This design comes from an exercise in tuning for small area on the open sky130 flow, not from production work. Function was checked by simulation only, so behaviour that the tests miss may differ from the original. No activity file was given, so power comes from the tool's default toggle rates.

// car_dashboard_top
module car_dashboard_top (
    input  wire clk_50mhz,
    input  wire dip_sw8_reset,
    input  wire [5:0] dip_sw_gears,
    input  wire key_accel_n,
    input  wire key_brake_n,
    output wire [7:0] led_rpm,
    output wire [7:0] seg_single,
    output wire [7:0] ar_seg,
    output wire [7:0] ar_sel,
    output wire servo_ctrl,
    output wire piezo_out,
    output wire f_led1_r,
    output wire f_led1_g,
    output wire f_led1_b,
    output wire f_led2_r,
    output wire f_led2_g,
    output wire f_led2_b,
    output wire f_led3_r,
    output wire f_led3_g,
    output wire f_led3_b,
    output wire f_led4_r,
    output wire f_led4_g,
    output wire f_led4_b
);
    wire clk = clk_50mhz;
    wire rst = dip_sw8_reset;
    wire tick_1k, tick_10, sv_h0, sv_h1, sv_h19;
    wire [6:0] c_lo;
    dash_timebase u_tb (
        .clk(clk), .rst(rst), .tick_1k(tick_1k), .tick_10(tick_10), .c_lo(c_lo),
        .sv_h0(sv_h0), .sv_h1(sv_h1), .sv_h19(sv_h19)
    );
    wire a_st, b_st;
    dash_debounce u_acc (.clk(clk), .rst(rst), .tick_1k(tick_1k), .key_n(key_accel_n), .st(a_st));
    dash_debounce u_brk (.clk(clk), .rst(rst), .tick_1k(tick_1k), .key_n(key_brake_n), .st(b_st));
    reg [2:0] gear_sw;
    always @(*) begin
        casez (dip_sw_gears)
            6'b1?????: gear_sw = 3'd6;
            6'b01????: gear_sw = 3'd5;
            6'b001???: gear_sw = 3'd4;
            6'b0001??: gear_sw = 3'd3;
            6'b00001?: gear_sw = 3'd2;
            6'b000001: gear_sw = 3'd1;
            default:   gear_sw = 3'd0;
  ...
For scale: ~1100 cells after synthesis, ~7400 µm² of cells after synthesis.
Settings: LEC_CHECK=0, ABC_AREA=1, CAP_MARGIN=20, CORE_MARGIN=2, CORE_UTILIZATION=60, CTS_BUF_LIST=sky130_fd_sc_hd__clkbuf_4 sky130_fd_sc_hd__clkbuf_8, CTS_CLUSTER_SIZE=20, GPL_TIMING_DRIVEN=0, SLEW_MARGIN=20; clock period 120.0 ns.
standard.sh (not shown) runs the stock make flow with config.mk's settings and CLKGATE_MAP_FILE= SYNTH_SCRIPT=/design/flow/synth_recipe.tcl, a recipe that flattens the netlist after the stock synthesis.
==> flow/flow/run.sh <==
#!/bin/bash
# Layout flow: the standard flow (standard.sh) with two changes to its
# synthesis, both in the combinational mapping only (registers untouched):
#  - yosys extract_fa is skipped, so adders are mapped by ABC like the rest
#    of the logic instead of being forced onto fa/ha cells;
#  - the final ABC mapping uses flow/abc_area.script (AIG resynthesis with
#    &deepsyn for up to 5 minutes, then area-recovery mapping with &nf)
#    instead of ORFS's abc_area.script.
# Every port is buffered as in the standard flow, but with the smallest
# buffer (buf_1) instead of the one ORFS picks. Synthesis does not add its
# own extra buffers where one net drives several output ports
# (SYNTH_INSBUF=0): the port buffering already gives each port its own.
# Everything else (floorplan, placement, CTS, routing, finishing) is
# standard.sh unchanged. The make output goes to flow_make.log here; ORFS
# writes each step's log under orfs/logs/.
set -euo pipefail
W=$(pwd)
ABC_SCRIPT="$W/flow/abc_area.script"

# synthesis script: synth_recipe.tcl with the two overrides inserted before
# it sources ORFS's synth.tcl
{
  head -n 1 synth_recipe.tcl
  cat <<EOS
proc extract_fa {args} { puts "flow: extract_fa skipped" }
proc abc {args} {
  set i [lsearch -exact \$args -script]
  if {\$i >= 0} { set args [lreplace \$args [expr {\$i + 1}] [expr {\$i + 1}] $ABC_SCRIPT] }
  set i [lsearch -exact \$args -D]
  if {\$i >= 0} { set args [lreplace \$args \$i [expr {\$i + 1}]] }
  puts "flow: abc \$args"
  yosys abc {*}\$args
}
EOS
  tail -n +2 synth_recipe.tcl
} > flow_synth.tcl

sed "s|SYNTH_SCRIPT=[^ ]*|SYNTH_SCRIPT=$W/flow_synth.tcl BUFFER_PORTS_ARGS='-buffer_cell sky130_fd_sc_hd__buf_1' MIN_BUF_CELL_AND_PORTS='sky130_fd_sc_hd__buf_1 A X' SYNTH_INSBUF=0|" standard.sh > flow_standard.sh
grep -q "SYNTH_SCRIPT=$W/flow_synth.tcl" flow_standard.sh

bash flow_standard.sh > flow_make.log 2>&1
==> flow/flow/abc_area.script <==
strash
&get -n
&fraig -x
&deepsyn -T 300 -S 1
&dch -f
&nf -R 1000 -p
&put
The starting point completed without violations.
Rerun with:
--- a/flow/flow/run.sh
+++ b/flow/flow/run.sh
@@ -6,3 +6,3 @@
 #  - the final ABC mapping uses flow/abc_area.script (AIG resynthesis with
-#    &deepsyn for up to 5 minutes, then area-recovery mapping with &nf)
+#    &deepsyn for up to 10 minutes, then area-recovery mapping with &nf)
 #    instead of ORFS's abc_area.script.
==> flow/flow/abc_area.script (replaced) <==
strash
&get -n
&fraig -x
&deepsyn -T 600 -S 1
&dch -f
&nf -R 1000 -p
&put
Effect: Non-clock buffer count decreases by 1; die area goes down by 1.8%; setup slack gains 0.21 ns; synthesized cell count went down by about 2%; routed wire length falls by about 4%; global-route usage fell by 0.71 points; area after synthesis goes down by 1.8%; critical path depth shrinks by 4; core utilization drops by 0.90 points; final cell count falls by about 1.7%; via count decreases by 1.4%.
Rerun with:
--- a/flow/flow/run.sh
+++ b/flow/flow/run.sh
@@ -6,11 +6,6 @@
 #  - the final ABC mapping uses flow/abc_area.script (AIG resynthesis with
-#    &deepsyn for up to 10 minutes, then area-recovery mapping with &nf)
+#    &deepsyn for up to 2 minutes, then area-recovery mapping with &nf)
 #    instead of ORFS's abc_area.script.
-# Every port is buffered as in the standard flow, but with the smallest
-# buffer (buf_1) instead of the one ORFS picks. Synthesis does not add its
-# own extra buffers where one net drives several output ports
-# (SYNTH_INSBUF=0): the port buffering already gives each port its own.
 # Everything else (floorplan, placement, CTS, routing, finishing) is
-# standard.sh unchanged. The make output goes to flow_make.log here; ORFS
-# writes each step's log under orfs/logs/.
+# standard.sh unchanged. Each tool's output goes to a log file here.
 set -euo pipefail
@@ -37,3 +32,3 @@
 
-sed "s|SYNTH_SCRIPT=[^ ]*|SYNTH_SCRIPT=$W/flow_synth.tcl BUFFER_PORTS_ARGS='-buffer_cell sky130_fd_sc_hd__buf_1' MIN_BUF_CELL_AND_PORTS='sky130_fd_sc_hd__buf_1 A X' SYNTH_INSBUF=0|" standard.sh > flow_standard.sh
+sed "s|SYNTH_SCRIPT=[^ ]*|SYNTH_SCRIPT=$W/flow_synth.tcl|" standard.sh > flow_standard.sh
 grep -q "SYNTH_SCRIPT=$W/flow_synth.tcl" flow_standard.sh
==> flow/flow/abc_area.script (replaced) <==
strash
&get -n
&fraig -x
&deepsyn -T 120 -S 1
&dch -f
&nf -R 1000 -p
&put
GPL_TIMING_DRIVEN = default   (was 0)
After rerunning:
- worst hold slack barely changes
- design area increases by a little under a tenth
- clock-buffer cell count stays the same
- clock skew barely changes
- area after synthesis increases by a few percent
Rerun with:
--- a/flow/flow/run.sh
+++ b/flow/flow/run.sh
@@ -6,6 +6,10 @@
 #  - the final ABC mapping uses flow/abc_area.script (AIG resynthesis with
-#    &deepsyn for up to 2 minutes, then area-recovery mapping with &nf)
+#    &deepsyn for up to 5 minutes, then area-recovery mapping with &nf)
 #    instead of ORFS's abc_area.script.
+# Every port is buffered as in the standard flow, but with the smallest
+# buffer (buf_1) instead of the one ORFS picks, and synthesis uses buf_1 for
+# the buffers it adds where one net drives several output ports.
 # Everything else (floorplan, placement, CTS, routing, finishing) is
-# standard.sh unchanged. Each tool's output goes to a log file here.
+# standard.sh unchanged. The make output goes to flow_make.log here; ORFS
+# writes each step's log under orfs/logs/.
 set -euo pipefail
@@ -32,3 +36,3 @@
 
-sed "s|SYNTH_SCRIPT=[^ ]*|SYNTH_SCRIPT=$W/flow_synth.tcl|" standard.sh > flow_standard.sh
+sed "s|SYNTH_SCRIPT=[^ ]*|SYNTH_SCRIPT=$W/flow_synth.tcl BUFFER_PORTS_ARGS='-buffer_cell sky130_fd_sc_hd__buf_1' MIN_BUF_CELL_AND_PORTS='sky130_fd_sc_hd__buf_1 A X'|" standard.sh > flow_standard.sh
 grep -q "SYNTH_SCRIPT=$W/flow_synth.tcl" flow_standard.sh
==> flow/flow/abc_area.script (replaced) <==
strash
&get -n
&fraig -x
&deepsyn -T 300 -S 1
&dch -f
&nf -R 1000 -p
&put
GPL_TIMING_DRIVEN = 0   (was default)
Cell area is lower by 4.2%.
First-iteration DRC count grows by 23%.
Setup slack is better by 0.11 ns.
Final cell count increases by 0.83%.
Global-route usage goes down by 0.67 points.
Utilization shrinks by 0.64 points.
Total power decreases by 4.9%.
Via count came out lower by 2.3%.
Sequential power hardly moves.
Worst hold slack hardly moves.
Non-clock buffer count increases by 17.
Rerun with:
--- a/flow/flow/run.sh
+++ b/flow/flow/run.sh
@@ -6,10 +6,7 @@
 #  - the final ABC mapping uses flow/abc_area.script (AIG resynthesis with
-#    &deepsyn for up to 5 minutes, then area-recovery mapping with &nf)
+#    &deepsyn for up to 2 minutes, then area-recovery mapping with &nf)
 #    instead of ORFS's abc_area.script.
-# Every port is buffered as in the standard flow, but with the smallest
-# buffer (buf_1) instead of the one ORFS picks, and synthesis uses buf_1 for
-# the buffers it adds where one net drives several output ports.
-# Everything else (floorplan, placement, CTS, routing, finishing) is
-# standard.sh unchanged. The make output goes to flow_make.log here; ORFS
-# writes each step's log under orfs/logs/.
+# The ports are buffered as in the standard flow, with the smallest buffer
+# (buf_1) instead of the one ORFS picks. Everything else (floorplan,
+# placement, CTS, routing, finishing) is standard.sh unchanged. Each tool's output goes to a log file here.
 set -euo pipefail
==> flow/flow/abc_area.script (replaced) <==
strash
&get -n
&fraig -x
&deepsyn -T 120 -S 1
&dch -f
&nf -R 1000 -p
&put
Result:
- clock skew went up by 0.010 ns
- register-to-register slack loses 0.32 ns
- area after synthesis rises by 0.92%
- wire length increases by 0.86%
- combinational power went down by 28%
- clock-buffer cell count is lower by 5
- cell count hardly moves
- global-route usage rises by 0.12 points
Rerun with:
CTS_BUF_LIST = sky130_fd_sc_hd__clkbuf_8   (was sky130_fd_sc_hd__clkbuf_4 sky130_fd_sc_hd__clkbuf_8)
CTS_CLUSTER_DIAMETER = 200   (was default)
CTS_CLUSTER_SIZE = 30   (was 20)
Result: The changed run completed with no timing, DRC or antenna violations. Routed wire length does not change. Worst setup slack does not change. Register-to-register slack hardly moves. Utilization stays the same.

[separate check: timing with driven ports]
How much do the figures lean on ideal ports? The routed layouts below were timed once more, with nothing changed but the port constraints.
Step 1 sets driving cells, clkbuf_16 on the clock port and buf_2 on the other inputs (assumed; they add their load-dependent delay and slew).
Step 2 also shifts input and output timing later by t, the mid clock arrival at the registers, as if the neighbouring blocks saw the same clock.
Slacks: ideal / step 1 / step 2; pairs: ideal / step 1.
| run | t, ns | setup WS [ns] | latest minus earliest clock arrival (ns) |
|---|---|---|---|
| the first run | 0.387 | 70.245 / 70.225 / 70.225 | 0.012 / 0.011 |
| the second run | 0.386 | 70.458 / 70.439 / 70.439 | 0.011 / 0.011 |
| the third run | 0.392 | 69.938 / 69.915 / 69.915 | 0.013 / 0.013 |
| the fourth run | 0.377 | 70.044 / 70.025 / 70.025 | 0.006 / 0.006 |
| the fifth run | 0.397 | 70.679 / 70.659 / 70.659 | 0.016 / 0.016 |
| the sixth run | 0.397 | 70.679 / 70.659 / 70.659 | 0.016 / 0.016 |
After both steps setup and hold are still met in every run listed. For the third run, which loses most, drivers alone change the setup slack by -0.023 ns; drivers and shift together by -0.023 ns.
